Background: an optimization exercise with open tools, aiming at small area. Do not read the settings as production practice.
At most, simulation tests tie the RTL to the original design; equivalence was not proved.
Only the layout flow was run in run 2; the RTL was not checked for function there.

==> flow/design.v <==
module cordic_pipelined (
    input  wire        clk,
    input  wire        rst,
    input  wire [19:0] z_in,
    output reg  [15:0] x_out,
    output reg  [15:0] y_out,
    output wire        valid_out
);
    reg signed [16:0] z_1_q1;
    reg signed [14:0] z_3_q2;
    reg signed [12:0] z_5_q3;
    reg signed [10:0] z_7_q4;
    reg signed [9:0] z_9_q5;
    reg signed [6:0] z_12_q6;
    reg [0:0] d_6_q4;
    reg [0:0] d_5_q4;
    reg [0:0] d_4_q3;
    reg [0:0] d_4_q4;
    reg [0:0] d_3_q3;
    reg [0:0] d_3_q4;
    reg [0:0] d_2_q2;
    reg [0:0] d_2_q3;
    reg [0:0] d_2_q4;
    reg [0:0] d_1_q2;
    reg [0:0] d_1_q3;
    reg [0:0] d_1_q4;
    reg [0:0] d_0_q1;
    reg [0:0] d_0_q2;
    reg [0:0] d_0_q3;
    reg [0:0] d_0_q4;
    reg signed [15:0] x_9_q5;
    reg signed [15:0] y_9_q5;
    reg [0:0] d_11_q6;
    reg signed [15:0] x_11_q6;
    reg signed [15:0] y_11_q6;
    reg [0:0] dn_11_q6;
    reg [0:0] d_14_q7;
    reg signed [15:0] x_14_q7;
    reg signed [15:0] y_14_q7;
    reg [0:0] dn_14_q7;
    reg [0:0] d_15_q7;
    reg [0:0] dn_15_q7;
    reg [0:0] negx_q1;
    reg [0:0] negx_q2;
    reg [0:0] negx_q3;
    reg [0:0] negx_q4;
    reg [0:0] negx_q5;
    reg [0:0] negx_q6;
    reg [0:0] negx_q7;
    reg [0:0] negy_q1;
    reg [0:0] negy_q2;
    reg [0:0] negy_q3;
    reg [0:0] negy_q4;
    reg [0:0] negy_q5;
    reg [0:0] negy_q6;
    reg [0:0] negy_q7;
    always @(posedge clk) begin   
        z_1_q1 <= z_1;
        d_0_q1 <= d_0;
        negx_q1 <= negx;
        negy_q1 <= negy;
    end
    always @(posedge clk) begin   
        z_3_q2 <= z_3;
        d_2_q2 <= d_2;
        d_1_q2 <= d_1;
        d_0_q2 <= d_0_q1;
        negx_q2 <= negx_q1;
        negy_q2 <= negy_q1;
    end
    always @(posedge clk) begin   
        z_5_q3 <= z_5;
        d_4_q3 <= d_4;
        d_3_q3 <= d_3;
        d_2_q3 <= d_2_q2;
        d_1_q3 <= d_1_q2;
        d_0_q3 <= d_0_q2;
        negx_q3 <= negx_q2;
        negy_q3 <= negy_q2;
    end
    always @(posedge clk) begin   
        z_7_q4 <= z_7;
        d_6_q4 <= d_6;
        d_5_q4 <= d_5;
        d_4_q4 <= d_4_q3;
        d_3_q4 <= d_3_q3;
        d_2_q4 <= d_2_q3;
        d_1_q4 <= d_1_q3;
        d_0_q4 <= d_0_q3;
        negx_q4 <= negx_q3;
        negy_q4 <= negy_q3;
    end
    always @(posedge clk) begin   
        z_9_q5 <= z_9;
        x_9_q5 <= x_9;
        y_9_q5 <= y_9;
        negx_q5 <= negx_q4;
        negy_q5 <= negy_q4;
    end
    always @(posedge clk) begin   
        z_12_q6 <= z_12;
        d_11_q6 <= d_11;
        x_11_q6 <= x_11;
        y_11_q6 <= y_11;
        dn_11_q6 <= dn_11;
        negx_q6 <= negx_q5;
        negy_q6 <= negy_q5;
    end
    always @(posedge clk) begin   
        d_14_q7 <= d_14;
        x_14_q7 <= x_14;
        y_14_q7 <= y_14;
        dn_14_q7 <= dn_14;
        d_15_q7 <= d_15;
        dn_15_q7 <= dn_15;
        negx_q7 <= negx_q6;
        negy_q7 <= negy_q6;
    end
    wire signed [19:0] z = z_in;
    wire w_dn = z > 20'sd205887;             
    wire w_up = z <= -20'sd205887;           
    wire ge0   = w_dn ? z >= 20'sd411774 : w_up ? z >= -20'sd411774 : z >= 20'sd0;
    wire lepi2 = w_dn ? z <= 20'sd514717 : w_up ? z <= -20'sd308831 : z <= 20'sd102943;
    wire gempi2 = w_dn ? z >= 20'sd308831 : w_up ? z >= -20'sd514717 : z >= -20'sd102943;
    wire [1:0] qf = !ge0 ? (gempi2 ? 2'b11 : 2'b10) : (lepi2 ? 2'b00 : 2'b01);
    wire negz = qf != 2'b00;
    reg [16:0] c1;
    always @* begin
        case ({w_dn, w_up, qf})
            4'b0000: c1 = 17'h136f1;
            4'b0001: c1 = 17'h05b30;
            4'b0010: c1 = 17'h1a4d0;
            4'b0011: c1 = 17'h136f1;
            4'b1000: c1 = 17'h0ee73;
            4'b1001: c1 = 17'h0a3ae;
            4'b1010: c1 = 17'h1ed4e;
            4'b1011: c1 = 17'h17f6f;
            4'b0100: c1 = 17'h17f6f;
            4'b0101: c1 = 17'h012b2;
            4'b0110: c1 = 17'h15c52;
            4'b0111: c1 = 17'h0ee73;
            default: c1 = 17'h00000;
        endcase
    end
    wire d_0 = qf == 2'b10;
    wire negx = qf == 2'b01 || qf == 2'b10;
    wire negy = qf == 2'b11;
    wire [16:0] zn = z[16:0] ^ {17{negz}};
    wire [16:0] zn1 = {16'd0, negz};
    wire signed [16:0] z_1 = zn + c1 + zn1;
    wire [0:0] d_1 = z_1_q1[16];
    wire signed [15:0] z_2 = z_1_q1 + (d_1 ? 16'sd30385 : -16'sd30385);
    wire [0:0] d_2 = z_2[15];
    wire signed [14:0] z_3 = z_2 + (d_2 ? 15'sd16054 : -15'sd16054);
    wire [0:0] d_3 = z_3_q2[14];
    wire signed [13:0] z_4 = z_3_q2 + (d_3 ? 14'sd8149 : -14'sd8149);
    wire [0:0] d_4 = z_4[13];
    wire signed [12:0] z_5 = z_4 + (d_4 ? 13'sd4090 : -13'sd4090);
    wire [0:0] d_5 = z_5_q3[12];
    wire signed [11:0] z_6 = z_5_q3 + (d_5 ? 12'sd2047 : -12'sd2047);
    wire [0:0] d_6 = z_6[11];
    wire signed [10:0] z_7 = z_6 + (d_6 ? 11'sd1023 : -11'sd1023);
    wire [0:0] d_7 = z_7_q4[10];
    wire signed [10:0] z_8 = z_7_q4 + (d_7 ? 11'sd511 : -11'sd511);
    wire [0:0] d_8 = z_8[10];
    wire signed [9:0] z_9 = z_8 + (d_8 ? 10'sd255 : -10'sd255);
    wire [0:0] d_9 = z_9_q5[9];
    wire signed [8:0] z_10 = z_9_q5 + (d_9 ? 9'sd127 : -9'sd127);
    wire [0:0] d_10 = z_10[8];
    wire signed [7:0] z_11 = z_10 + (d_10 ? 8'sd63 : -8'sd63);
    wire [0:0] d_11 = z_11[7];
    wire signed [6:0] z_12 = z_11 + (d_11 ? 7'sd31 : -7'sd31);
    wire [0:0] d_12 = z_12_q6[6];
    wire signed [5:0] z_13 = z_12_q6 + (d_12 ? 6'sd15 : -6'sd15);
    wire [0:0] d_13 = z_13[5];
    wire signed [4:0] z_14 = z_13 + (d_13 ? 5'sd7 : -5'sd7);
    wire [0:0] d_14 = z_14[4];
    wire signed [4:0] z_15 = z_14 + (d_14 ? 5'sd3 : -5'sd3);
    wire [0:0] d_15 = z_15[4];
    function [31:0] xy_table(input [6:0] d);
        case (d)
            7'd0: xy_table = {16'hf604, 16'h3f33};
            7'd1: xy_table = {16'h3f38, 16'h09fe};
            7'd2: xy_table = {16'h2c94, 16'h2dec};
            7'd3: xy_table = {16'h2dee, 16'hd36c};
            7'd4: xy_table = {16'h14ed, 16'h3c79};
            7'd5: xy_table = {16'h3c7d, 16'heb12};
            7'd6: xy_table = {16'h3cf0, 16'h138a};
            7'd7: xy_table = {16'h138c, 16'hc310};
            7'd8: xy_table = {16'h05e1, 16'h3fb8};
            7'd9: xy_table = {16'h3fbc, 16'hfa1f};
            7'd10: xy_table = {16'h3682, 16'h2189};
            7'd11: xy_table = {16'h218b, 16'hc97e};
            7'd12: xy_table = {16'h232c, 16'h3575};
            7'd13: xy_table = {16'h3578, 16'hdcd2};
            7'd14: xy_table = {16'h3fe0, 16'h03f3};
            7'd15: xy_table = {16'h03f3, 16'hc020};
            7'd16: xy_table = {16'hfdf7, 16'h3ff4};
            7'd17: xy_table = {16'h3ff8, 16'h020b};
            7'd18: xy_table = {16'h31f2, 16'h2803};
            7'd19: xy_table = {16'h2805, 16'hce0e};
            7'd20: xy_table = {16'h1c4c, 16'h3966};
            7'd21: xy_table = {16'h3968, 16'he3b3};
            7'd22: xy_table = {16'h3ee6, 16'h0bcf};
            7'd23: xy_table = {16'h0bcf, 16'hc11a};
            7'd24: xy_table = {16'h0dc3, 16'h3e7e};
            7'd25: xy_table = {16'h3e80, 16'hf23d};
            7'd26: xy_table = {16'h3a42, 16'h1a7d};
            7'd27: xy_table = {16'h1a7f, 16'hc5be};
            7'd28: xy_table = {16'h298d, 16'h30ad};
            7'd29: xy_table = {16'h30ad, 16'hd673};
            7'd30: xy_table = {16'h3fde, 16'hfbf8};
            7'd31: xy_table = {16'hfbf6, 16'hc022};
            7'd32: xy_table = {16'hf9fa, 16'h3fb4};
            7'd33: xy_table = {16'h3fb8, 16'h0608};
            7'd34: xy_table = {16'h2f5b, 16'h2b0d};
            7'd35: xy_table = {16'h2b0d, 16'hd0a5};
            7'd36: xy_table = {16'h18a9, 16'h3b0e};
            7'd37: xy_table = {16'h3b10, 16'he756};
            7'd38: xy_table = {16'h3e0a, 16'h0fb5};
            7'd39: xy_table = {16'h0fb5, 16'hc1f6};
            7'd40: xy_table = {16'h09d7, 16'h3f3c};
            7'd41: xy_table = {16'h3f3e, 16'hf629};
            7'd42: xy_table = {16'h387e, 16'h1e12};
            7'd43: xy_table = {16'h1e12, 16'hc782};
            7'd44: xy_table = {16'h266f, 16'h332a};
            7'd45: xy_table = {16'h332a, 16'hd98f};
            7'd46: xy_table = {16'h3ffe, 16'hfff5};
            7'd47: xy_table = {16'hfff3, 16'hc002};
            7'd48: xy_table = {16'h01f5, 16'h3ff6};
            7'd49: xy_table = {16'h3ff8, 16'hfe0d};
            7'd50: xy_table = {16'h3457, 16'h24d2};
            7'd51: xy_table = {16'h24d2, 16'hcba9};
            7'd52: xy_table = {16'h1fd1, 16'h3786};
            7'd53: xy_table = {16'h3786, 16'he02e};
            7'd54: xy_table = {16'h3f82, 16'h07dd};
            7'd55: xy_table = {16'h07db, 16'hc07e};
            7'd56: xy_table = {16'h11a2, 16'h3d84};
            7'd57: xy_table = {16'h3d84, 16'hee5e};
            7'd58: xy_table = {16'h3bcb, 16'h16cd};
            7'd59: xy_table = {16'h16cd, 16'hc435};
            7'd60: xy_table = {16'h2c82, 16'h2dfc};
            7'd61: xy_table = {16'h2dfa, 16'hd37e};
            7'd62: xy_table = {16'h3f7b, 16'hf7fe};
            7'd63: xy_table = {16'hf7fa, 16'hc084};
            7'd64: xy_table = {16'hf7fe, 16'h3f7b};
            7'd65: xy_table = {16'h3f80, 16'h0804};
            7'd66: xy_table = {16'h2dfc, 16'h2c82};
            7'd67: xy_table = {16'h2c82, 16'hd204};
            7'd68: xy_table = {16'h16cd, 16'h3bcb};
            7'd69: xy_table = {16'h3bcd, 16'he932};
            7'd70: xy_table = {16'h3d84, 16'h11a2};
            7'd71: xy_table = {16'h11a2, 16'hc27c};
            7'd72: xy_table = {16'h07dd, 16'h3f82};
            7'd73: xy_table = {16'h3f84, 16'hf823};
            7'd74: xy_table = {16'h3786, 16'h1fd1};
            7'd75: xy_table = {16'h1fd1, 16'hc87a};
            7'd76: xy_table = {16'h24d2, 16'h3457};
            7'd77: xy_table = {16'h3456, 16'hdb2c};
            7'd78: xy_table = {16'h3ff6, 16'h01f5};
            7'd79: xy_table = {16'h01f3, 16'hc00a};
            7'd80: xy_table = {16'hfff5, 16'h3ffe};
            7'd81: xy_table = {16'h4000, 16'h000d};
            7'd82: xy_table = {16'h332a, 16'h266f};
            7'd83: xy_table = {16'h266f, 16'hccd6};
            7'd84: xy_table = {16'h1e12, 16'h387e};
            7'd85: xy_table = {16'h387e, 16'he1ed};
            7'd86: xy_table = {16'h3f3c, 16'h09d7};
            7'd87: xy_table = {16'h09d5, 16'hc0c4};
            7'd88: xy_table = {16'h0fb5, 16'h3e0a};
            7'd89: xy_table = {16'h3e0a, 16'hf04b};
            7'd90: xy_table = {16'h3b0e, 16'h18a9};
            7'd91: xy_table = {16'h18a9, 16'hc4f2};
            7'd92: xy_table = {16'h2b0d, 16'h2f5b};
            7'd93: xy_table = {16'h2f59, 16'hd4f3};
            7'd94: xy_table = {16'h3fb4, 16'hf9fa};
            7'd95: xy_table = {16'hf9f6, 16'hc04c};
            7'd96: xy_table = {16'hfbf8, 16'h3fde};
            7'd97: xy_table = {16'h3fe0, 16'h040a};
            7'd98: xy_table = {16'h30ad, 16'h298d};
            7'd99: xy_table = {16'h298b, 16'hcf53};
            7'd100: xy_table = {16'h1a7d, 16'h3a42};
            7'd101: xy_table = {16'h3a42, 16'he582};
            7'd102: xy_table = {16'h3e7e, 16'h0dc3};
            7'd103: xy_table = {16'h0dc1, 16'hc182};
            7'd104: xy_table = {16'h0bcf, 16'h3ee6};
            7'd105: xy_table = {16'h3ee6, 16'hf431};
            7'd106: xy_table = {16'h3966, 16'h1c4c};
            7'd107: xy_table = {16'h1c4a, 16'hc69a};
            7'd108: xy_table = {16'h2803, 16'h31f2};
            7'd109: xy_table = {16'h31f0, 16'hd7fb};
            7'd110: xy_table = {16'h3ff4, 16'hfdf7};
            7'd111: xy_table = {16'hfdf3, 16'hc00c};
            7'd112: xy_table = {16'h03f3, 16'h3fe0};
            7'd113: xy_table = {16'h3fe0, 16'hfc0f};
            7'd114: xy_table = {16'h3575, 16'h232c};
            7'd115: xy_table = {16'h232a, 16'hca8b};
            7'd116: xy_table = {16'h2189, 16'h3682};
            7'd117: xy_table = {16'h3680, 16'hde76};
            7'd118: xy_table = {16'h3fb8, 16'h05e1};
            7'd119: xy_table = {16'h05dd, 16'hc048};
            7'd120: xy_table = {16'h138a, 16'h3cf0};
            7'd121: xy_table = {16'h3cee, 16'hec76};
            7'd122: xy_table = {16'h3c79, 16'h14ed};
            7'd123: xy_table = {16'h14eb, 16'hc387};
            7'd124: xy_table = {16'h2dec, 16'h2c94};
            7'd125: xy_table = {16'h2c90, 16'hd214};
            7'd126: xy_table = {16'h3f33, 16'hf604};
            7'd127: xy_table = {16'hf5fe, 16'hc0ce};
        endcase
    endfunction
    wire [31:0] tab = xy_table({d_6_q4, d_5_q4, d_4_q4, d_3_q4, d_2_q4, d_1_q4, d_0_q4});
    wire signed [15:0] x_7 = tab[31:16];
    wire signed [15:0] y_7 = tab[15:0];
    wire signed [15:0] mx_7 = {16{~d_7}}, my_7 = {16{d_7}};
    wire signed [15:0] xo_7 = (y_7 >>> 7) ^ mx_7;
    wire signed [15:0] yo_7 = (x_7 >>> 7) ^ my_7;
    wire signed [15:0] cx_7 = {15'd0, ~d_7}, cy_7 = {15'd0, d_7};
    wire signed [15:0] x_8 = x_7 + xo_7 + cx_7;
    wire signed [15:0] y_8 = y_7 + yo_7 + cy_7;
    wire signed [7:0] xh4 = x_8[15:8];
    wire signed [7:0] yh4 = y_8[15:8];
    wire signed [9:0] rxe_8 = {2'd0, x_8[7:0]};
    wire signed [9:0] rye_8 = {2'd0, y_8[7:0]};
    wire dn_8 = ~d_8;
    wire signed [9:0] mx_8 = {10{dn_8}}, my_8 = {10{d_8}};
    wire signed [9:0] ox_8 = yh4 >>> 0, oy_8 = xh4 >>> 0;
    wire signed [9:0] cx_8 = {9'd0, dn_8}, cy_8 = {9'd0, d_8};
    wire signed [9:0] rx_9 = rxe_8 + (ox_8 ^ mx_8) + cx_8;
    wire signed [9:0] ry_9 = rye_8 + (oy_8 ^ my_8) + cy_8;
    wire signed [7:0] xh_p4 = xh4 + 8'sd1, xh_m4 = xh4 - 8'sd1;
    wire signed [7:0] xs_9 = rx_9[9] ? xh_m4 : rx_9[8] ? xh_p4 : xh4;
    wire signed [7:0] yh_p4 = yh4 + 8'sd1, yh_m4 = yh4 - 8'sd1;
    wire signed [7:0] ys_9 = ry_9[9] ? yh_m4 : ry_9[8] ? yh_p4 : yh4;
    wire signed [15:0] x_9 = {xs_9, rx_9[7:0]};
    wire signed [15:0] y_9 = {ys_9, ry_9[7:0]};
    wire signed [9:0] xh5 = x_9_q5[15:6];
    wire signed [9:0] yh5 = y_9_q5[15:6];
    wire signed [7:0] rxe_9 = {2'd0, x_9_q5[5:0]};
    wire signed [7:0] rye_9 = {2'd0, y_9_q5[5:0]};
    wire dn_9 = ~d_9;
    wire signed [7:0] mx_9 = {8{dn_9}}, my_9 = {8{d_9}};
    wire signed [7:0] ox_9 = yh5 >>> 3, oy_9 = xh5 >>> 3;
    wire signed [7:0] cx_9 = {7'd0, dn_9}, cy_9 = {7'd0, d_9};
    wire signed [7:0] rx_10 = rxe_9 + (ox_9 ^ mx_9) + cx_9;
    wire signed [7:0] ry_10 = rye_9 + (oy_9 ^ my_9) + cy_9;
    wire signed [9:0] xh_p5 = xh5 + 10'sd1, xh_m5 = xh5 - 10'sd1;
    wire signed [9:0] xs_10 = rx_10[7] ? xh_m5 : rx_10[6] ? xh_p5 : xh5;
    wire signed [9:0] yh_p5 = yh5 + 10'sd1, yh_m5 = yh5 - 10'sd1;
    wire signed [9:0] ys_10 = ry_10[7] ? yh_m5 : ry_10[6] ? yh_p5 : yh5;
    wire dn_10 = ~d_10;
    wire signed [7:0] mx_10 = {8{dn_10}}, my_10 = {8{d_10}};
    wire signed [7:0] ox_10 = ys_10 >>> 4, oy_10 = xs_10 >>> 4;
    wire signed [7:0] cx_10 = {7'd0, dn_10}, cy_10 = {7'd0, d_10};
    wire signed [7:0] rx_11 = rx_10 + (ox_10 ^ mx_10) + cx_10;
    wire signed [7:0] ry_11 = ry_10 + (oy_10 ^ my_10) + cy_10;
    wire signed [9:0] xs_11 = rx_11[7] ? xh_m5 : rx_11[6] ? xh_p5 : xh5;
    wire signed [9:0] ys_11 = ry_11[7] ? yh_m5 : ry_11[6] ? yh_p5 : yh5;
    wire signed [15:0] x_11 = {xs_11, rx_11[5:0]};
    wire signed [15:0] y_11 = {ys_11, ry_11[5:0]};
    wire signed [10:0] xh6 = x_11_q6[15:5];
    wire signed [10:0] yh6 = y_11_q6[15:5];
    wire signed [6:0] rxe_11 = {2'd0, x_11_q6[4:0]};
    wire signed [6:0] rye_11 = {2'd0, y_11_q6[4:0]};
    wire dn_11 = ~d_11;
    wire signed [6:0] mx_11 = {7{dn_11_q6}}, my_11 = {7{d_11_q6}};
    wire signed [6:0] ox_11 = yh6 >>> 6, oy_11 = xh6 >>> 6;
    wire signed [6:0] cx_11 = {6'd0, dn_11_q6}, cy_11 = {6'd0, d_11_q6};
    wire signed [6:0] rx_12 = rxe_11 + (ox_11 ^ mx_11) + cx_11;
    wire signed [6:0] ry_12 = rye_11 + (oy_11 ^ my_11) + cy_11;
    wire signed [10:0] xh_p6 = xh6 + 11'sd1, xh_m6 = xh6 - 11'sd1;
    wire signed [10:0] xs_12 = rx_12[6] ? xh_m6 : rx_12[5] ? xh_p6 : xh6;
    wire signed [10:0] yh_p6 = yh6 + 11'sd1, yh_m6 = yh6 - 11'sd1;
    wire signed [10:0] ys_12 = ry_12[6] ? yh_m6 : ry_12[5] ? yh_p6 : yh6;
    wire dn_12 = ~d_12;
    wire signed [6:0] mx_12 = {7{dn_12}}, my_12 = {7{d_12}};
    wire signed [6:0] ox_12 = ys_12 >>> 7, oy_12 = xs_12 >>> 7;
    wire signed [6:0] cx_12 = {6'd0, dn_12}, cy_12 = {6'd0, d_12};
    wire signed [6:0] rx_13 = rx_12 + (ox_12 ^ mx_12) + cx_12;
    wire signed [6:0] ry_13 = ry_12 + (oy_12 ^ my_12) + cy_12;
    wire signed [10:0] xs_13 = rx_13[6] ? xh_m6 : rx_13[5] ? xh_p6 : xh6;
    wire signed [10:0] ys_13 = ry_13[6] ? yh_m6 : ry_13[5] ? yh_p6 : yh6;
    wire dn_13 = ~d_13;
    wire signed [6:0] mx_13 = {7{dn_13}}, my_13 = {7{d_13}};
    wire signed [6:0] ox_13 = ys_13 >>> 8, oy_13 = xs_13 >>> 8;
    wire signed [6:0] cx_13 = {6'd0, dn_13}, cy_13 = {6'd0, d_13};
    wire signed [6:0] rx_14 = rx_13 + (ox_13 ^ mx_13) + cx_13;
    wire signed [6:0] ry_14 = ry_13 + (oy_13 ^ my_13) + cy_13;
    wire signed [10:0] xs_14 = rx_14[6] ? xh_m6 : rx_14[5] ? xh_p6 : xh6;
    wire signed [10:0] ys_14 = ry_14[6] ? yh_m6 : ry_14[5] ? yh_p6 : yh6;
    wire signed [15:0] x_14 = {xs_14, rx_14[4:0]};
    wire signed [15:0] y_14 = {ys_14, ry_14[4:0]};
    wire signed [13:0] xh7 = x_14_q7[15:2];
    wire signed [13:0] yh7 = y_14_q7[15:2];
    wire signed [3:0] rxe_14 = {2'd0, x_14_q7[1:0]};
    wire signed [3:0] rye_14 = {2'd0, y_14_q7[1:0]};
    wire dn_14 = ~d_14;
    wire signed [3:0] mx_14 = {4{dn_14_q7}}, my_14 = {4{d_14_q7}};
    wire signed [3:0] ox_14 = yh7 >>> 12, oy_14 = xh7 >>> 12;
    wire signed [3:0] cx_14 = {3'd0, dn_14_q7}, cy_14 = {3'd0, d_14_q7};
    wire signed [3:0] rx_15 = rxe_14 + (ox_14 ^ mx_14) + cx_14;
    wire signed [3:0] ry_15 = rye_14 + (oy_14 ^ my_14) + cy_14;
    wire signed [13:0] xh_p7 = xh7 + 14'sd1, xh_m7 = xh7 - 14'sd1;
    wire signed [13:0] xs_15 = rx_15[3] ? xh_m7 : rx_15[2] ? xh_p7 : xh7;
    wire signed [13:0] yh_p7 = yh7 + 14'sd1, yh_m7 = yh7 - 14'sd1;
    wire signed [13:0] ys_15 = ry_15[3] ? yh_m7 : ry_15[2] ? yh_p7 : yh7;
    wire dn_15 = ~d_15;
    wire signed [3:0] mx_15 = {4{dn_15_q7}}, my_15 = {4{d_15_q7}};
    wire signed [3:0] ox_15 = ys_15 >>> 13, oy_15 = xs_15 >>> 13;
    wire signed [3:0] cx_15 = {3'd0, dn_15_q7}, cy_15 = {3'd0, d_15_q7};
    wire signed [3:0] rx_16 = rx_15 + (ox_15 ^ mx_15) + cx_15;
    wire signed [3:0] ry_16 = ry_15 + (oy_15 ^ my_15) + cy_15;
    wire signed [13:0] xs_16 = rx_16[3] ? xh_m7 : rx_16[2] ? xh_p7 : xh7;
    wire signed [13:0] ys_16 = ry_16[3] ? yh_m7 : ry_16[2] ? yh_p7 : yh7;
    wire signed [15:0] x_16 = {xs_16, rx_16[1:0]};
    wire signed [15:0] y_16 = {ys_16, ry_16[1:0]};
    always @(posedge clk) begin
        x_out <= negx_q7 ? -x_16 : x_16;
        y_out <= negy_q7 ? -y_16 : y_16;
    end
    reg [3:0] vcnt;
    always @(posedge clk)
        if (rst) vcnt <= 0;
        else if (vcnt != 8) vcnt <= vcnt + 1'b1;
    assign valid_out = vcnt == 8;
endmodule
module add_rca #(parameter W = 16) (
    input  wire [W-1:0] a,
    input  wire [W-1:0] b,
    input  wire         ci,
    output wire [W-1:0] s
);
    wire [W:0] c;
    assign c[0] = ci;
    genvar i;
    generate
        for (i = 0; i < W; i = i + 1) begin : bit_
            assign s[i]   = a[i] ^ b[i] ^ c[i];
            assign c[i+1] = (a[i] & b[i]) | (c[i] & (a[i] ^ b[i]));
        end
    endgenerate
endmodule
module add_csel #(parameter W = 16, parameter LO = 8) (
    input  wire [W-1:0] a,
    input  wire [W-1:0] b,
    input  wire         ci,
    output wire [W-1:0] s
);
    wire [LO:0] c;
    assign c[0] = ci;
    wire [W-1:LO] h0, h1;
    wire [W:LO] c0, c1;
    assign c0[LO] = 1'b0;
    assign c1[LO] = 1'b1;
    genvar i;
    generate
        for (i = 0; i < LO; i = i + 1) begin : lo_
            assign s[i]   = a[i] ^ b[i] ^ c[i];
            assign c[i+1] = (a[i] & b[i]) | (c[i] & (a[i] ^ b[i]));
        end
        for (i = LO; i < W; i = i + 1) begin : hi_
            assign h0[i]   = a[i] ^ b[i] ^ c0[i];
            assign c0[i+1] = (a[i] & b[i]) | (c0[i] & (a[i] ^ b[i]));
            assign h1[i]   = a[i] ^ b[i] ^ c1[i];
            assign c1[i+1] = (a[i] & b[i]) | (c1[i] & (a[i] ^ b[i]));
        end
    endgenerate
    assign s[W-1:LO] = c[LO] ? h1 : h0;
endmodule
module add_cla2 #(parameter W = 16) (
    input  wire [W-1:0] a,
    input  wire [W-1:0] b,
    input  wire         ci,
    output wire [W-1:0] s
);
    wire [W-1:0] g = a & b;
    wire [W-1:0] p = a ^ b;
    wire [W:0] c;
    assign c[0] = ci;
    genvar i;
    generate
        for (i = 0; i < W; i = i + 1) begin : bit_
            if (i % 2 == 0)
                assign c[i+1] = g[i] | (p[i] & c[i]);
            else
                assign c[i+1] = g[i] | (p[i] & g[i-1]) | (p[i] & p[i-1] & c[i-1]);
        end
    endgenerate
    assign s = p ^ c[W-1:0];
endmodule
module cordic_oscillator (
    input  wire               clk,
    input  wire               rst,
    input  wire               ce,
    input  wire signed [31:0] tuning_word,
    output wire signed [15:0] sin_out,
    output wire signed [15:0] cos_out,
    output wire               valid_out
);
    localparam [31:0] TWO_PI = 32'h6487ED51;
    reg  [31:0] phase_acc;
    wire [31:0] n  = phase_acc + tuning_word;
    wire [31:0] n1 = phase_acc + tuning_word - TWO_PI;
    wire [31:0] n2 = phase_acc + tuning_word + TWO_PI;
    always @(posedge clk) begin
        if (rst)
            phase_acc <= 32'd0;
        else if (ce)
            phase_acc <= (!n[31] && !n1[31]) ? n1 : n[31] ? n2 : n;
    end
    cordic_pipelined core (
        .clk(clk), .rst(rst), .z_in(phase_acc[31:12]),
        .x_out(cos_out), .y_out(sin_out), .valid_out(valid_out));
endmodule
==> flow/run.sh <==
#!/bin/bash
# synth_recipe.tcl (not shown) runs the flow's synth.tcl, then flattens the netlist and writes it again
# the make line also repeats each setting of config.mk as NAME=value (left out here)
make -C /OpenROAD-flow-scripts/flow DESIGN_CONFIG=/design/flow/config.mk WORK_HOME=/design/flow/orfs CLKGATE_MAP_FILE= SYNTH_SCRIPT=/design/flow/synth_recipe.tcl finish
==> flow/config.mk <==
export PLATFORM = sky130hd
export DESIGN_NAME = cordic_oscillator
export DESIGN_NICKNAME = cordic_oscillator
export VERILOG_FILES = /design/flow/design.v
export SDC_FILE = /design/flow/constraint.sdc
export NUM_CORES = 4
export LEC_CHECK = 0
export ABC_AREA = 1
export CAP_MARGIN = 20
export CORE_MARGIN = 2
export CORE_UTILIZATION = 40
export CTS_BUF_LIST = sky130_fd_sc_hd__clkbuf_8
export SLEW_MARGIN = 20
==> flow/constraint.sdc <==
create_clock -name core_clock -period 5.5 [get_ports {clk}]
set_input_delay 1.1000 -clock core_clock [delete_from_list [all_inputs] [get_ports {clk}]]
set_output_delay 1.1000 -clock core_clock [all_outputs]
set_load 0.01 [all_outputs]
==> results of run 1 <==
[cell type report]
| class | count | area [um^2] | area share [%] |
|---|---|---|---|
| Tap cell | 1050 | 1310 | 3.63 |
| Inverter | 666 | 2510 | 6.92 |
| Clock inverter | 26 | 181 | 0.501 |
| Antenna cell | 2 | 5.00 | 0.0138 |
| Clock buffer | 69 | 950 | 2.62 |
| Multi-Input combinational cell | 3712 | 23100 | 63.8 |
| Sequential cell | 297 | 5960 | 16.4 |
| Timing Repair Buffer | 259 | 2190 | 6.03 |
[final timing paths]
check | end | cells past startpoint | start | slack, ns
worst max-delay path | core.x_14_q7[7] | 34 | core.dn_11_q6 | 0.26
worst min-delay path | core.negx_q5 | 0 | core.negx_q4 | 0.33
worst min register to register | core.negx_q5 | 0 | core.negx_q4 | 0.33
worst max register to register | core.x_14_q7[7] | 34 | core.dn_11_q6 | 0.26
[per-stage QoR]
step / instance area, um^2 / std cells
after floorplan: 31800 / 4813
after global placement: 34400 / 5963
after detailed placement: 34400 / 5963
after CTS: 35600 / 6058
after global routing: 36200 / 6080
final: 36200 / 6081
[sequential cells by signal, summed over array words and instances, names as in the netlist, 4 cells and up]
name	flops
core.z_5_q3	13
core.x_out	16
core.y_11_q6	16
phase_acc	32
core.z_9_q5	10
core.y_9_q5	16
core.x_11_q6	16
core.z_12_q6	7
core.z_3_q2	15
core.vcnt	4
core.x_14_q7	16
core.z_7_q4	11
core.y_out	16
core.x_9_q5	16
core.tab	31
core.z_1_q1	17
core.y_14_q7	16
[routing by layer]
layer,vias up,share of wire (%)
met4,0,4.4
met3,266,6.2
met5,-,0
met1,14300,46
met2,961,44
li1,16200,-
[cell usage in the layout (no fill, tap or decap), drive strengths merged, types with 28 or more instances in the layout]
cell type,instances
nor2,392
inv,678
nand3,340
dfxtp,297
fa,28
o21ai,335
a21oi,313
o211ai,59
xor2,379
clkbuf,70
ha,296
nand2,1035
buf,191
xnor2,125
o21bai,32
a31oi,37
nand4,51
nor3,66
clkdlybuf4s50,67
[critical path, delay by kind of cell (launching register included)]
family,cells,cell delay (ns)
xor+xnor,4,0.82
compound gates,9,1.20
simple gates,15,1.48
fa+ha+maj,3,0.94
buf+inv,3,0.32
flops,1,0.39
[cells by family after synthesis]
family,Yosys count
and+or+nand+nor,1944
AOI/OAI and AO/OA,930
buffers and inverters,806
xor gates and xnor gates,504
adders and majority gates,324
DFF,297
muxes,8
[timing repair]
action                     in CTS  in global routing
gates resized for setup         8                111
pin swaps                       0                 40
cloned                          0                  3
setup endpoints to repair      11                 41
setup buffers                   0                 18
==> impl.org, run 1 <==
** Place
- Placer Congestion :: 1.04
- Port buffering added 67 buffers.
- Setup Slack @ Placement :: -0.296 ns
- Post-detailed-placement half-perimeter wirelength :: 74.9 mm

** Setup path
- The worst setup path is captured at a flip-flop.
- Critical Path AT :: 5.81 ns
- Of all nets on the critical path, the largest fanout is 11.
- On the worst path, the slowest cell contributes a delay of 0.39 ns.
- The setup path with the least slack is of type reg -> reg.
- Library cell contributing the largest single delay on the critical path :: dfxtp_4
- Worst Setup Start Kind :: flip-flop
- Data on the critical path is required at its endpoint by 6.07 ns.

** Clock tree
- For the worst-skew pair, the clock arrives at the later sink with an insertion delay of 0.69 ns.
- # H-tree levels :: 2
- TritonCTS built the clock tree.
- Hold buffers post-CTS :: 0
- Clk pin slew, worst setup/hold paths :: 0.06 ns
- Clock Root Buffer :: clkbuf_8
- The clock drives 297 sinks.
- TritonCTS created 55 clock buffers.
- Clock Tree Buf Depth :: 3

** Timing
- Unrepaired setup endpoints after global routing :: true
- Setup ws final :: 0.260 ns
- The final critical path takes up 95.3% of the cycle.
- Post-Route Hold Slack :: 0.325 ns
- Clock skew on the completed layout was measured at 0.0723 ns.
- Setup violations remaining at the end of the flow were counted as 0.
- Worst slew margin :: 23.1%
- Final-report hold violation count :: 0
- The worst path in the final design needs a cycle of 5.24 ns, including I/O delays and setup.
- For the pin with the worst max-slew slack, the measured transition is 1.15 ns.
- Timing would allow up to 191 MHz.
- Final number of max-transition violations :: 0
- Final setup TNS :: 0 ns

** Synthesis
- After Yosys synthesis, full adders, half adders and majority gates account for 13.4% of the synthesized area.
- Dominant cells by area after synthesis :: dfxtp_1, nand2_1, ha_1, xor2_1, inv_1
- Combinational family with the most area after synthesis :: simple AND/OR/NAND/NOR gates
- Post-synth design cell area :: 31800 um^2
- The synthesized design contains 297 register bits.
- The largest total area in the synthesized netlist belongs to dfxtp_1.
- Multiplexer cells account for 0.256% of the synthesized area.
- The most used flip-flop cell after synthesis is dfxtp_1.
- Fraction of synthesized cell area in xor and xnor cells :: 14.3%
- By instance count, the leading cell after synthesis is nand2_1.
- The number of nets handed over by synthesis was 5172.
- Post-synthesis area per instance :: 6.60 um^2
- By count the netlist is led by nand2_1, inv_1, nor2_1.
- In this run, distinct cell masters in the synthesized netlist total 72.
- Post-synth EDFFs :: 0
- Summing the areas of all compound-gate instances in the mapped netlist gives 17.1% of the synthesized area.
- Proportion of netlist area held by the largest area contributor :: 18.7%
- During synthesis, Yosys emitted a total of 2 warnings.
- Cell count after synthesis :: 4813
- In the synthesized netlist the async set-or-reset flop fraction comes to 0%.
- Sequential cells were found to cover 18.7% of the synthesized design area.
- Share of synthesized cell area in and, or, nand and nor gates :: 26.2%

** Floorplan
- Number of primary I/O pins :: 68
- Die H :: 286 um
- Core Area :: 78700 um^2
- Area enclosed by the die boundary :: 81700 um^2
- Die width :: 286 um
- Number of rows created at floorplan :: 103
- Initial core utilization :: 40.3%

** Global route
- The global routing stage identified its most utilized layer as met2.
- Met2 global-route usage :: 36.9%
- Number of global-route vias before repair :: 30300
- For met3 alone, demand over resource in global routing was 3.78%.
- Entering global routing, the biggest net connects 75 pins.
- Global routing finished with a remaining overflow of 0.
- The first global-routing pass estimated 154 mm of wire.
- The initial antenna violation count is 2.
- Global routing used 22.8% of the available tracks across all layers.
- For this run, global-route usage on met1 was measured as 30.0%.

** Outcome
- Outcome :: finished clean

** Drt
- Number of remaining DRC errors :: 0
- After detailed routing, the number of vias per cell comes to 5.22.
- After detailed routing, the average wire length per cell comes to 15.6 um.
- Detailed-router iteration count before antenna repair :: 6
- Final antenna-violating net count :: 0
- Via count of the routed design :: 31700
- Violation count after the first detailed-route iteration :: 2642
- Wires add up to 95.0 mm.

** Final layout
- After filler insertion, the fill cell instance count of the layout stands at 8206.
- Cells with a size suffix above 1 make up 9.45% of the layout.
- Relative area change from synthesis to final layout :: 14.0%
- At the end of the flow the core is filled with cells to 46.0%.
- Final-stage net count :: 5350

** Run
- The tool flagged a number of max-cap violations equal to 0.

** Worst hold path
- The path class of the tightest hold or removal check is reg -> reg.
==> inputs of run 2 (changes only) <==
--- a/flow/design.v
+++ b/flow/design.v
@@ -151,7 +151,9 @@
     wire [0:0] d_1 = z_1_q1[16];
     wire signed [15:0] z_2 = z_1_q1 + (d_1 ? 16'sd30385 : -16'sd30385);
     wire [0:0] d_2 = z_2[15];
-    wire signed [14:0] z_3 = z_2 + (d_2 ? 15'sd16054 : -15'sd16054);
+    wire signed [14:0] zpa_1 = z_1_q1 + (d_1 ? 15'sd46439 : -15'sd14331);
+    wire signed [14:0] zpb_1 = z_1_q1 + (d_1 ? 15'sd14331 : -15'sd46439);
+    wire signed [14:0] z_3 = d_2 ? zpa_1 : zpb_1;
     wire [0:0] d_3 = z_3_q2[14];
     wire signed [13:0] z_4 = z_3_q2 + (d_3 ? 14'sd8149 : -14'sd8149);
     wire [0:0] d_4 = z_4[13];
--- a/flow/config.mk
+++ b/flow/config.mk
@@ -10,4 +10,6 @@
 export CORE_MARGIN = 2
 export CORE_UTILIZATION = 40
 export CTS_BUF_LIST = sky130_fd_sc_hd__clkbuf_8
+export CTS_CLUSTER_DIAMETER = 60
+export CTS_CLUSTER_SIZE = 16
 export SLEW_MARGIN = 20
==> impl.org, run 2 <==
** Drt
- Total routed wirelength :: 99.9 mm
- Via count of the routed design :: 31600
- In the routed design, unresolved DRC markers number 0.
- Final antenna-violating net count :: 0
- Dividing the detail-routed via count by the number of cells gives 5.23.
- Drt wl/cell :: 16.6 um
- Violation count after the first detailed-route iteration :: 2419
- Detailed-router iteration count before antenna repair :: 6

** Synthesis
- After Yosys synthesis, full adders, half adders and majority gates account for 13.5% of the synthesized area.
- Top cells by count, synth :: nand2_1, inv_1, xor2_1
- After synthesis the netlist holds a flip-flop and latch count of 297.
- The mapped netlist covers 31100 um^2.
- Post-synthesis area per instance :: 6.57 um^2
- Synthesis produced a netlist with a net count of 5084.
- Summing the sequential cell areas from Yosys gives 19.1% of the chip area.
- Most used flip-flop cell after synthesis :: dfxtp_1
- The synthesized netlist devotes 13.9% of its cell area to XOR and XNOR gates.
- Summing the areas of all compound-gate instances in the mapped netlist gives 17.5% of the synthesized area.
- After synthesis, the cell types taking the most area are dfxtp_1, nand2_1, ha_1, xor2_1, inv_1.
- Multiplexer cells account for 0.0645% of the synthesized area.
- Share of flip-flops with an asynchronous set or reset after synthesis :: 0%
- Yosys mapped a number of flops with a built-in enable equal to 0.
- dfxtp_1 takes more of the synthesized area than any other cell.
- After synthesis, the largest family of logic cells by area is simple AND/OR/NAND/NOR gates.
- Share of synthesized cell area in and, or, nand and nor gates :: 25.6%
- In the synthesized netlist, the number of instances is 4730.
- After synthesis, the netlist uses 68 different library cells.
- Proportion of netlist area held by the largest area contributor :: 19.1%
- nand2_1 is the most common cell in the netlist.
- Count of warnings emitted by yosys :: 4

** Timing
- Final setup fails :: 0
- At the pin with the least slew margin, the transition time is 0.774 ns.
- Final setup TNS :: 0 ns
- Unrepaired setup endpoints after global routing :: true
- Measured against its own limit, the worst slew margin works out to 48.2%.
- Final-report hold violation count :: 0
- Clock tree skew after final layout :: 0.0746 ns
- The worst path uses 95.0% of the clock period.
- Once routing completed, OpenROAD measured the worst setup slack at 0.277 ns.
- Fin crit period :: 5.22 ns
- Derived from the worst setup path, the maximum achievable clock frequency is 191 MHz.
- The total count of max-transition violations in the final report is 0.

** Final layout
- Relative to the synthesized area, the layout overhead comes to 15.8%.
- Max reg flops :: 32
- Final-stage net count :: 5317
- Fill count :: 8092
- The post-route netlist has 10.6% of its cells at a drive strength greater than 1.
- After the flow finishes, the layout carries non-filler instances totaling 6033.
- Summing all multi-input logic gate instances after layout gives 22500 um^2.
- Register with the most flip-flops :: phase_acc
- Most common library cell in the layout ignoring fill and taps :: nand2_1
- In the layout the commonest cells are nand2_1, inv_1, xor2_1.
- FF+latch area :: 5970 um^2
- Core Util, Final :: 46.6%

** Place
- Including well taps, the total number of placed cells is 5946.
- At the end of routability-driven placement, the weighted congestion stood at 1.05.
- Buffers placed on the I/O ports in this run total 67.
- Setup Slack @ Placement :: -0.311 ns
- Post-detailed-placement half-perimeter wirelength :: 79.5 mm

** Setup path
- Library cell contributing the largest single delay on the critical path :: dfxtp_4
- Critical Path AT :: 5.75 ns
- Worst Setup Start Kind :: flip-flop
- Among the stages of the critical path, the cell type that occurs most often is nand2_1.
- The setup path with the least slack is of type reg -> reg.
- STA classifies the critical path endpoint as a flip-flop.
- Data on the critical path is required at its endpoint by 6.03 ns.
- Max incr delay on CP :: 0.42 ns
- Along the worst path, the maximum fanout reaches 6.

** Clock tree
- # H-tree levels :: 2
- Clock-pin slew was measured on the worst setup and hold paths at 0.09 ns.
- Clock Root Buffer :: clkbuf_8
- In this run the deepest clock path goes through 3 buffers.
- TritonCTS clock tree :: yes
- Hold buffers post-CTS :: 0
- The later pin in the worst-skew pair is clocked with a latency of 0.64 ns.
- Total clock buffers created by CTS :: 37
- The tree built by TritonCTS fans out to 297 sinks.

** Run
- Number of maximum-capacitance violations :: 0

** Global route
- Met1 track demand over resource :: 30.4%
- Pin count of the biggest net entering global routing :: 46
- The number of global-route vias before repair came to 29400.
- Global route total overflow :: 0
- The initial antenna violation count was 3.
- Aggregate global-route resource usage :: 24.4%
- First-pass GRT wire length :: 156 mm
- Grt met3 use :: 3.39%
- For this run, global-route usage on met2 was measured as 41.7%.
- In this run the most used layer during global routing was met2.

** Floorplan
- From bottom edge to top edge, the die measures 283 um.
- Die width :: 283 um
- Area enclosed by the die boundary :: 79900 um^2
- The initialized floorplan defines 102 standard-cell rows.
- The core region is 77200 um^2.
- Number of primary I/O pins :: 68
- The initial utilization of the core area, before any placement, comes to 40.2%.

** Worst hold path
- Path category of the worst min-delay check :: reg -> reg

** Outcome
- Outcome :: finished clean
run 2: final timing paths:
check,start,to,slack [ns],depth (start not counted)
setup / recovery,core.d_11_q6,core.y_14_q7[7],0.28,35
hold / removal,core.negx_q6,core.negx_q7,0.33,0
setup reg to reg,core.d_11_q6,core.y_14_q7[7],0.28,35
hold reg to reg,core.negx_q6,core.negx_q7,0.33,0
run 2: timing repair:
action | CTS | global route
setup endpoints to repair | 11 | 76
pin swaps | 0 | 47
resized for setup | 4 | 137
cloned | 0 | 4
hold endpoints to repair | 0 | 0
buffers inserted | 0 | 13
run 2: per-stage QoR:
stage               area [um^2]  hold slack [ns]
global route              36000            0.338
global placement          34300            0.311
detailed placement        34300            0.312
CTS                       35300            0.330
floorplan                 31100            0.310
finish                    36000            0.330
run 2: worst max-delay path, delay by kind of cell (launching register included):
kind / cells / cell delay [ns]
adder cells (fa/ha/maj): 3 / 1.12
AND/OR/NAND/NOR: 14 / 1.19
XOR/XNOR: 3 / 0.50
flip-flops: 1 / 0.42
AO/OA/AOI/OAI: 9 / 1.24
buffers and inverters: 6 / 0.67
run 2: cells by family after synthesis:
| family | Yosys count |
|---|---|
| AOI/OAI and AO/OA | 936 |
| buffers and inverters | 826 |
| DFF | 297 |
| muxes | 2 |
| xor gates and xnor gates | 486 |
| and+or+nand+nor | 1864 |
| adders and majority gates | 319 |
run 2: layout make-up:
| cell class | instances | area share (%) |
|---|---|---|
| well taps | 1040 | 3.62 |
| inverters | 697 | 7.31 |
| clock inverters | 28 | 1.11 |
| diodes | 2 | 0.0139 |
| multi-input cells | 3608 | 62.5 |
| flip-flops and latches | 297 | 16.6 |
| repair inverters | 2 | 0.0417 |
| repair buffers | 320 | 7.34 |
| clock buffers | 39 | 1.49 |
run 2: layer usage:
metal / part of all wire (%) / up-vias / wire (um)
met5: 0.013 / - / 13
met4: 4.9 / 2 / 4880
met3: 6.4 / 268 / 6400
met2: 46 / 1034 / 46200
met1: 42 / 14300 / 42500
li1: - / 16000 / -
==> inputs of run 3 (changes only) <==
--- a/flow/design.v
+++ b/flow/design.v
@@ -157,7 +157,9 @@
     wire [0:0] d_3 = z_3_q2[14];
     wire signed [13:0] z_4 = z_3_q2 + (d_3 ? 14'sd8149 : -14'sd8149);
     wire [0:0] d_4 = z_4[13];
-    wire signed [12:0] z_5 = z_4 + (d_4 ? 13'sd4090 : -13'sd4090);
+    wire signed [12:0] zpa_3 = z_3_q2 + (d_3 ? 13'sd12239 : -13'sd4059);
+    wire signed [12:0] zpb_3 = z_3_q2 + (d_3 ? 13'sd4059 : -13'sd12239);
+    wire signed [12:0] z_5 = d_4 ? zpa_3 : zpb_3;
     wire [0:0] d_5 = z_5_q3[12];
     wire signed [11:0] z_6 = z_5_q3 + (d_5 ? 12'sd2047 : -12'sd2047);
     wire [0:0] d_6 = z_6[11];
==> impl.org, run 3 <==
** Outcome
- Outcome :: finished clean

** Final layout
- At the end of the flow, the number of nets in the layout was 5248.
- Register with the most flip-flops :: phase_acc
- Relative area change from synthesis to final layout :: 13.5%
- Max reg flops :: 32
- The library cell used most frequently in the layout, excluding fill and tap cells, is nand2_1.
- Of the cells placed in the final design, the portion with a size suffix greater than 1 is 8.82%.
- The top cell types in the final layout, fill and taps aside, are nand2_1, inv_1, nor2_1.

** Floorplan
- Die H :: 282 um
- The initial utilization of the core area, before any placement, comes to 40.2%.
- The region available for standard cell placement spans 77100 um^2.
- After floorplanning, the core was divided into 102 placement rows.
- 68 I/O pins were placed.
- Area enclosed by the die boundary :: 79700 um^2
- Die width :: 282 um

** Setup path
- STA classifies the critical path endpoint as a flip-flop.
- Data required, critical path :: 6.05 ns
- The worst register-to-register path begins at core.d_11_q6.
- Of all nets on the critical path, the largest fanout is 5.
- Critical path class :: reg -> reg
- The largest single stage delay on the critical path is 0.41 ns.
- STA classifies the critical path startpoint as a flip-flop.
- Library cell appearing most often on the critical path :: nand2_2
- Critical Path AT :: 5.82 ns
- Setup slack on the worst reg-to-reg path comes out at 0.22 ns.
- Among all stages on the critical path, the largest delay is contributed by fa_2.
- Capturing point of the worst reg2reg path :: core.y_14_q7[14]
- Path depth of the worst reg2reg path :: 31

** Clock tree
- In this run the clock root is driven by a clkbuf_8.
- # H-tree levels :: 2
- Clk pin slew, worst setup/hold paths :: 0.09 ns
- Insertion delay to the later sink of the worst-skew pair :: 0.66 ns
- Clock Tree Buf Depth :: 3
- Hold buffers post-CTS :: 0
- For this design, the sink count on the clock tree is 297.
- TritonCTS built the clock tree.
- Total clock buffers created by CTS :: 40

** Global route
- First-pass GRT wire length :: 155 mm
- The number of global-route vias before repair came to 29600.
- Entering global routing, the biggest net connects 62 pins.
- Global route total overflow :: 0
- The initial antenna violation count was 4.
- Aggregate global-route resource usage :: 23.9%

** Drt
- Detailed-router iteration count before antenna repair :: 8
- The first routing iteration left 2988 violations.
- After detailed routing, the average wire length per cell comes to 16.3 um.
- Vias per cell :: 5.27
- Total routed wirelength :: 97.2 mm
- Once detail routing completed, the nets flagged for antenna violations numbered 0.
- For this run, design rule violations remaining after detail routing come to 0.
- The routed layout has 31500 vias.

** Timing
- Final setup fails :: 0
- Timing would allow up to 189 MHz.
- The number of hold-slack violations in the final timing report is 0.
- After layout, the worst path uses 96.0% of the clock period.
- Clock tree skew after final layout :: 0.0552 ns
- The total count of max-transition violations in the final report is 0.
- Setup repair after global routing could not meet its margin everywhere.
- Slew at the pin with the worst max-slew slack :: 1.10 ns
- On the final layout, the worst hold slack is 0.319 ns.
- Headroom to the max-slew limit came out at 26.7%.
- After layout, the minimum clock period comes to 5.28 ns.

** Synthesis
- In the post-synthesis netlist, the cell with the most instances is nand2_1.
- Proportion of netlist area held by the largest area contributor :: 19.2%
- Most used flip-flop cell after synthesis :: dfxtp_1
- Counting every instance in the synthesized netlist gives 4740.
- When the netlist entered floorplanning its net count stood at 5086.
- Post-synth design cell area :: 31000 um^2
- Count of warnings emitted by yosys :: 6
- Post-synthesis area per instance :: 6.54 um^2
- Sorting the synthesized cells by how often they occur yields nand2_1, inv_1, nor2_1.
- In this run, distinct cell masters in the synthesized netlist total 70.
- Cell taking the most area after synthesis :: dfxtp_1
- Dominant cells by area after synthesis :: dfxtp_1, nand2_1, ha_1, xor2_1, inv_1
- Register area share after synthesis :: 19.2%
- Share of flip-flops with an asynchronous set or reset after synthesis :: 0%
- Flip-flop and latch count after synthesis :: 297
- Yosys mapped a number of flops with a built-in enable equal to 0.

** Place
- Detailed placement finished with a half-perimeter wire length of 76.8 mm.
- At the end of routability-driven placement, the weighted congestion stood at 1.04.
- Input and output buffers added on the ports amount to 67.

** Worst hold path
- Hold Crit Depth :: 0
- In this run the worst hold path is classified as reg -> reg.
- The startpoint identified for the worst hold timing path is core.d_1_q2.
- The path with the worst hold slack has its endpoint at core.d_1_q3.

** Run
- Max-cap violations in this run came to 0.
==> run 3: cell count changes after synthesis, moves of 20 or more <==
cell,previous run,this run
inv_1,673,634
nand3_1,247,294
nor2_1,355,385
o21ai_0,314,334
==> run 3: critical path, delay by kind of cell (launching register included) <==
kind / cells / cell delay (ns)
flip-flops: 1 / 0.37
adder cells (fa/ha/maj): 3 / 0.97
buffers and inverters: 4 / 0.54
AND/OR/NAND/NOR: 10 / 1.02
XOR/XNOR: 5 / 0.93
AO/OA/AOI/OAI: 9 / 1.31
==> run 3: area by class of cell <==
class | count | area, um^2
inverter | 660 | 2480
multi-input combinational | 3647 | 22300
sequential | 297 | 5960
clock buffer | 45 | 619
timing repair buffer | 256 | 2150
clock inverter | 29 | 359
antenna | 2 | 5.00
tap | 1040 | 1300
fill | 8172 | 41900
==> run 3: worst max-delay path by stage <==
stage / startpoint / end / slack (ns) / depth (start not counted)
after CTS: core.d_11_q6 / core.y_14_q7[7] / 0.04 / 38
after global placement: core.d_11_q6 / core.y_14_q7[5] / 0.08 / 32
after floorplan: core.z_9_q5[9] / core.y_11_q6[10] / 0.34 / 28
final: core.d_11_q6 / core.y_14_q7[14] / 0.22 / 31
after detailed placement: core.d_11_q6 / core.y_14_q7[14] / -0.14 / 33
after global routing: core.dn_11_q6 / core.x_14_q7[15] / -0.08 / 36
==> run 3: kinds of logic after synthesis <==
kind of cell | synth area share, %
compound gates | 17.5
xor+xnor | 13.5
fa+ha+maj | 13.2
buf+inv | 10.1
flops | 19.2
mux | 0.166
simple gates | 26.4
==> run 3: timing repair <==
item	4_1_cts	5_1_grt
resized for setup	3	94
setup buffers	1	13
pin swaps	1	27
endpoints found under the setup margin	11	48
cloned	0	3
==> run 3: through the flow <==
step | area [um^2] | utilization (%) | setup slack [ns] | TNS (ns) | cells
floorplan | 31000 | - | 0.344 | 0 | 4740
detailed placement | 33700 | 43.7 | -0.142 | -1.25 | 5884
global route | 35200 | 45.6 | -0.0795 | -0.923 | 5975
CTS | 34700 | 45.0 | 0.0406 | 0 | 5959
finish | 35200 | 45.6 | 0.221 | 0 | 5976
global placement | 33700 | 43.7 | 0.0798 | 0 | 5884
==> run 3: per-layer routing <==
| metal | share of wire [%] | track usage (%) | vias to the layer above |
|---|---|---|---|
| li1 | - | - | 16000 |
| met1 | 42 | 29.4 | 14300 |
| met2 | 47 | 41.6 | 987 |
| met3 | 6.2 | 4.06 | 267 |
| met4 | 4.2 | 9.21 | 2 |
| met5 | 0.016 | 0 | - |
==> inputs of run 4 (changes only) <==
--- a/flow/config.mk
+++ b/flow/config.mk
@@ -8,8 +8,9 @@
 export ABC_AREA = 1
 export CAP_MARGIN = 20
 export CORE_MARGIN = 2
-export CORE_UTILIZATION = 40
+export CORE_UTILIZATION = 50
 export CTS_BUF_LIST = sky130_fd_sc_hd__clkbuf_8
 export CTS_CLUSTER_DIAMETER = 60
 export CTS_CLUSTER_SIZE = 16
+export PLACE_DENSITY = 0.8
 export SLEW_MARGIN = 20
==> impl.org, run 4 <==
** Global route
- Global route total overflow :: 0
- Global routing used 30.2% of the available tracks across all layers.
- The number of global-route vias before repair was 30600.
- The initial antenna violation count is 3.
- First-pass GRT wire length :: 156 mm
- Entering global routing, the biggest net connects 70 pins.

** Final layout
- Register with the most flip-flops :: phase_acc
- Final design instance area without fill :: 35100 um^2
- Share of layout cells above drive strength 1 :: 9.53%
- Fill count :: 5759
- Final-stage net count :: 5288
- The register with the most flip-flops in the layout has 32 of them.
- Most common library cell in the layout ignoring fill and taps :: nand2_1
- Summing all multi-input logic gate instances after layout gives 22300 um^2.
- In the layout the commonest cells are nand2_1, inv_1, nor2_1.
- Core Util, Final :: 57.1%
- Relative area change from synthesis to final layout :: 13.3%
- FF+latch area :: 5960 um^2

** Synthesis
- Share of flip-flops with an asynchronous set or reset after synthesis :: 0%
- After synthesis, the netlist uses 70 different library cells.
- Top cells by count, synth :: nand2_1, inv_1, nor2_1
- Summing the sequential cell areas from Yosys gives 19.2% of the chip area.
- Count of warnings emitted by yosys :: 6
- By instance count, the leading cell after synthesis is nand2_1.
- Proportion of netlist area held by the largest area contributor :: 19.2%
- Post-synthesis area per instance :: 6.54 um^2
- The portion of synthesized area spent on multiplexers is 0.166%.
- Most used flip-flop cell after synthesis :: dfxtp_1
- Share of synthesized cell area in and, or, nand and nor gates :: 26.4%
- Of the total synthesized cell area, the portion taken by XOR and XNOR cells is 13.5%.
- Flip-flop and latch count after synthesis :: 297
- The synthesized netlist devotes 17.5% of its cell area to compound gates.
- The mapped netlist covers 31000 um^2.
- After synthesis, the largest family of logic cells by area is simple AND/OR/NAND/NOR gates.
- Adder and majority cell fraction of the synthesized area :: 13.2%
- Yosys attributes the largest share of cell area to dfxtp_1, nand2_1, ha_1, xor2_1, inv_1.
- Post-synth EDFFs :: 0
- The number of nets handed over by synthesis was 5086.
- Cell taking the most area after synthesis :: dfxtp_1
- Cell count after synthesis :: 4740

** Floorplan
- The die is 253 um tall.
- The initialized floorplan defines 91 standard-cell rows.
- After floorplanning, the core was sized to cover 61500 um^2.
- In this run the horizontal extent of the chip is 253 um.
- Initial core utilization :: 50.4%
- The die covers 64000 um^2.
- Number of primary I/O pins :: 68

** Setup path
- Crit Path Max Fanout :: 7
- Critical Path AT :: 5.94 ns
- STA puts the critical path data required time at 6.07 ns.
- Library cell contributing the largest single delay on the critical path :: fa_2
- On the worst path, the slowest cell contributes a delay of 0.39 ns.
- The worst setup path is captured at a flip-flop.
- STA classifies the critical path startpoint as a flip-flop.
- Critical path class :: reg -> reg
- Library cell appearing most often on the critical path :: nand2_2

** Clock tree
- In this run the number of H-tree levels came out at 2.
- The clock drives 297 sinks.
- Clk pin slew, worst setup/hold paths :: 0.10 ns
- Hold buffers post-CTS :: 0
- TritonCTS clock tree :: yes
- Total clock buffers created by CTS :: 40
- At the later pin of the worst-skew pair, clock insertion delay measures 0.67 ns.
- The longest clock path from root to sink contains 3 buffers.
- Clock Root Buffer :: clkbuf_8

** Drt
- For this block, the routed nets add up to 99.2 mm of wire.
- Via count of the routed design :: 32300
- Using the TritonRoute via totals, the vias-per-cell ratio works out to 5.60.
- Final antenna-violating net count :: 0
- For this run, the detailed router's first-pass iteration total came to 6.
- The first routing iteration left 3247 violations.
- After detailed routing, the average wire length per cell comes to 17.2 um.
- After detailed routing, the number of remaining DRC violations is 0.

** Timing
- For the pin with the worst max-slew slack, the measured transition is 0.942 ns.
- The number of hold-slack violations in the final timing report was 0.
- Adding up every negative setup slack in the final design gives 0 ns.
- Setup ws final :: 0.131 ns
- Fmax :: 186 MHz
- On the final layout, the worst clock skew is 0.0448 ns.
- In this run the tightest slew margin relative to its limit is 37.0%.
- Final setup fails :: 0
- Setup repair after global routing could not meet its margin everywhere.
- Fin crit period :: 5.37 ns
- The total count of max-transition violations in the final report was 0.
- After layout, the worst path uses 97.6% of the clock period.

** Place
- Setup Slack @ Placement :: -0.276 ns
- The wire-length estimate of the detail-placed layout is 78.0 mm.
- Placer Congestion :: 1.03
- Input and output buffers added on the ports amount to 67.
- In this run the cell area measured after placement is 33600 um^2.

** Worst hold path
- Path category of the worst min-delay check :: reg -> reg

** Outcome
- The run finished with no timing, DRC or antenna violations.

** Run
- Across the run, the number of max-cap violations was 0.
## run 4: kinds of logic (layout without fill, tap and decap cells)
logic type | after synthesis | in the layout
simple gates | 1927 | 1928
compound gates | 934 | 934
buf+inv | 797 | 1030
xor+xnor | 469 | 469
fa+ha+maj | 311 | 311
flops | 297 | 297
mux | 5 | 5
other cells | 0 | 1
## run 4: per-layer routing
layer,track usage [%],vias up,wire length [um]
met3,4.99,445,6710
met5,0,-,13
met1,33.0,14500,37300
li1,-,16000,-
met2,52.9,1316,47200
met4,21.8,2,7940
## run 4: timing repair
action                                  4_1_cts  5_1_grt
gates cloned                                  0        3
setup buffers                                 0       17
pin swaps                                     1       40
endpoints found under the setup margin       22       24
gates resized for setup                      13       84
## run 4: stage by stage
step	instances	hold slack [ns]
finish	5765	0.295
global route	5765	0.286
CTS	5743	0.286
detailed placement	5669	0.312
global placement	5669	0.312
floorplan	4740	0.310
## run 4: worst paths after layout
path                                    from               to  slack (ns)  depth (start not counted)
worst min register to register  core.negx_q2     core.negx_q3        0.30                          0
worst min-delay path            core.negx_q2     core.negx_q3        0.30                          0
worst max register to register  core.d_11_q6  core.y_14_q7[6]        0.13                         33
worst max-delay path            core.d_11_q6  core.y_14_q7[6]        0.13                         33
## run 4: cell type report
cell class	instances	area share, %
flip-flops and latches	297	17.0
clock buffers	42	1.65
inverters	660	7.07
diodes	1	0.00713
multi-input cells	3647	63.6
clock inverters	32	0.916
well taps	790	2.82
repair buffers	296	6.97
## run 4: worst max-delay path, delay by kind of cell, from the launching register on
kind | cells | cell delay (ns)
xor+xnor | 4 | 0.81
fa+ha+maj | 3 | 1.05
buf+inv | 3 | 0.27
simple gates | 15 | 1.43
compound gates | 8 | 1.33
flops | 1 | 0.38
==> inputs of run 5 (changes only) <==
--- a/flow/design.v
+++ b/flow/design.v
@@ -163,7 +163,9 @@
     wire [0:0] d_5 = z_5_q3[12];
     wire signed [11:0] z_6 = z_5_q3 + (d_5 ? 12'sd2047 : -12'sd2047);
     wire [0:0] d_6 = z_6[11];
-    wire signed [10:0] z_7 = z_6 + (d_6 ? 11'sd1023 : -11'sd1023);
+    wire signed [10:0] zpa_5 = z_5_q3 + (d_5 ? 11'sd3070 : -11'sd1024);
+    wire signed [10:0] zpb_5 = z_5_q3 + (d_5 ? 11'sd1024 : -11'sd3070);
+    wire signed [10:0] z_7 = d_6 ? zpa_5 : zpb_5;
     wire [0:0] d_7 = z_7_q4[10];
     wire signed [10:0] z_8 = z_7_q4 + (d_7 ? 11'sd511 : -11'sd511);
     wire [0:0] d_8 = z_8[10];
--- a/flow/config.mk
+++ b/flow/config.mk
@@ -8,9 +8,8 @@
 export ABC_AREA = 1
 export CAP_MARGIN = 20
 export CORE_MARGIN = 2
-export CORE_UTILIZATION = 50
+export CORE_UTILIZATION = 40
 export CTS_BUF_LIST = sky130_fd_sc_hd__clkbuf_8
 export CTS_CLUSTER_DIAMETER = 60
 export CTS_CLUSTER_SIZE = 16
-export PLACE_DENSITY = 0.8
 export SLEW_MARGIN = 20
==> impl.org, run 5 <==
** Place
- Setup Slack @ Placement :: -0.374 ns
- Post-detailed-placement half-perimeter wirelength :: 80.1 mm
- Port buffering added 67 buffers.

** Timing
- Across all setup checks in the final design, the least slack found is 0.369 ns.
- For the pin with the worst max-slew slack, the measured transition is 1.12 ns.
- Final setup fails :: 0
- Unrepaired setup endpoints after global routing :: true
- Final setup TNS :: 0 ns

** Floorplan
- Row generation in the floorplan step produced 101 rows.
- The die is 281 um wide.
- Area enclosed by the die boundary :: 79000 um^2

** Global route
- Global route total overflow :: 0
- Aggregate global-route resource usage :: 25.2%
- The number of global-route vias before repair was 29700.
- First-pass GRT wire length :: 159 mm
- Pin count of the biggest net entering global routing :: 64

** Drt
- Via count of the routed design :: 31000
- Wire segments on met3 add up to 5.97 mm in the final route.
- Final antenna-violating net count :: 0
- Vias per cell :: 5.24

** Final layout
- Register with the most flip-flops :: phase_acc
- The post-route netlist has 8.98% of its cells at a drive strength greater than 1.
- After filler insertion, the fill cell instance count of the layout stands at 7968.
- FF+latch area :: 5960 um^2
- Relative to the synthesized area, the layout overhead comes to 14.0%.
- Final design instance area without fill :: 35000 um^2
- Measured on the finished design, the core utilization comes to 46.1%.

** Clock tree
- The tree is rooted in a clkbuf_8.
- Clock Tree Buf Depth :: 3
- # H-tree levels :: 2
- Hold buffers post-CTS :: 0
- Count of clock tree sinks :: 297

** Synthesis
- A synthesized cell averages 6.59 um^2.
- For this run, the register share of the synthesized area comes to 19.4%.
- Of the post-synthesis cell area, the dominant cell type holds 19.4%.
- Distinct cell type count of the synthesized netlist :: 73
- Flip-flop and latch count after synthesis :: 297
- Count of warnings emitted by yosys :: 8
- Share of flip-flops with an asynchronous set or reset after synthesis :: 0%
- Post-synth EDFFs :: 0
- dfxtp_1 takes more of the synthesized area than any other cell.

** Setup path
- Critical Path AT :: 5.67 ns
- Of all nets on the critical path, the largest fanout is 26.
- The worst setup path is launched from a flip-flop.

** Outcome
- Outcome :: finished clean
==> run 5: cell count changes after synthesis, moves of 7 or more <==
cell	before	now
nor4_1	20	13
xnor2_1	93	105
o21ai_1	29	20
nand3_1	294	336
o21ai_0	334	325
xor2_1	365	347
buf_4	13	3
nor2_1	385	408
a31oi_1	36	43
a21oi_1	284	261
nand2_1	1030	937
==> run 5: kinds of logic (layout without fill, tap and decap cells) <==
logic type               count (synthesis)  after routing  synth area share (%)
AO/OA/AOI/OAI                          904            904                  17.3
multiplexers                             2              2                0.0652
adder cells (fa/ha/maj)                312            312                  13.3
flip-flops                             297            297                  19.4
AND/OR/NAND/NOR                       1898           1901                  26.4
XOR/XNOR                               464            464                  13.7
buffers and inverters                  784            999                  9.85
other                                    0              2                     0
==> run 5: per-stage QoR <==
step / hold WS [ns] / std cells
6_report: 0.316 / 5911
5_1_grt: 0.310 / 5911
4_1_cts: 0.308 / 5900
3_5_place_dp: 0.312 / 5825
3_3_place_gp: 0.310 / 5825
2_1_floorplan: 0.310 / 4661
==> run 5: worst paths after layout <==
check / slack (ns) / to / start / depth (start not counted)
hold reg to reg: 0.32 / core.negy_q2 / core.negy_q1 / 0
setup reg to reg: 0.37 / core.y_9_q5[8] / core.z_7_q4[10] / 26
setup / recovery: 0.37 / core.y_9_q5[8] / core.z_7_q4[10] / 26
hold / removal: 0.32 / core.negy_q2 / core.negy_q1 / 0
==> run 5: timing repair <==
item,4_1_cts,5_1_grt
endpoints found under the setup margin,0,56
resized for setup,0,75
buffers inserted,0,6
==> run 5: worst max-delay path: stages (launching register included) <==
cell        delay (ns)
dfxtp_1           0.33
buf_12            0.17
ha_1              0.36
nand3_1           0.09
nand2_1           0.10
a21oi_1           0.07
o21bai_1          0.20
nand2_1           0.07
nand2_1           0.06
a21oi_1           0.08
nor2_1            0.09
o21ai_0           0.07
nand2_1           0.47
clkinvlp_4        0.47
xor2_1            0.26
ha_1              0.36
a21oi_1           0.15
nand2_1           0.09
a21oi_1           0.13
inv_1             0.06
a21oi_1           0.20
nor2_1            0.06
nor2_1            0.08
o21ai_0           0.18
xnor2_1           0.38
nand2_1           0.11
xor2_1            0.30
==> run 5: cell type report <==
type / count / area share [%]
multi-input combinational: 3583 / 62.9
sequential: 297 / 17.0
inverter: 654 / 7.04
timing repair buffer: 270 / 6.49
tap: 1030 / 3.68
clock buffer: 45 / 1.77
clock inverter: 30 / 1.05
antenna: 2 / 0.0143
==> run 5: layer usage <==
| layer | vias up | GRT usage (%) |
|---|---|---|
| li1 | 15800 | - |
| met1 | 14000 | 30.5 |
| met2 | 961 | 43.9 |
| met3 | 275 | 3.57 |
| met4 | 0 | 11.7 |
| met5 | - | 0 |

port drivers added, routing unchanged:
How much do the figures lean on ideal ports? The routed layouts below were timed once more, with nothing changed but the port constraints.
Step 1 sets driving cells, clkbuf_16 on the clock port and buf_2 on the other inputs (assumed; they add their load-dependent delay and slew).
Step 2 times the ports against the registers' clock, not the clock port: input delays grow and output delays shrink by t, the midpoint of the rising clock arrivals with the driver on.
a / b / c = ideal / step 1 / step 2; a / b = the first two.
run | t (ns) | setup slack, ns | slew at the worst register clock pin (ns) | pins driven straight from the clock port
run 1 | 0.717 | 0.260 / 0.260 / -0.210 | 0.07 / 0.07 | 1
run 2 | 0.650 | 0.277 / 0.277 / -0.211 | 0.10 / 0.10 | 1
run 3 | 0.695 | 0.221 / 0.221 / -0.037 | 0.10 / 0.10 | 1
run 4 | 0.708 | 0.131 / 0.131 / -0.158 | 0.10 / 0.10 | 1
run 5 | 0.701 | 0.369 / 0.369 / -0.237 | 0.09 / 0.09 | 1
With both steps, setup timing fails in every run listed, where it was met with ideal ports. For run 5, which loses most, drivers alone change the setup slack by 0.000 ns; drivers and shift together by -0.606 ns.
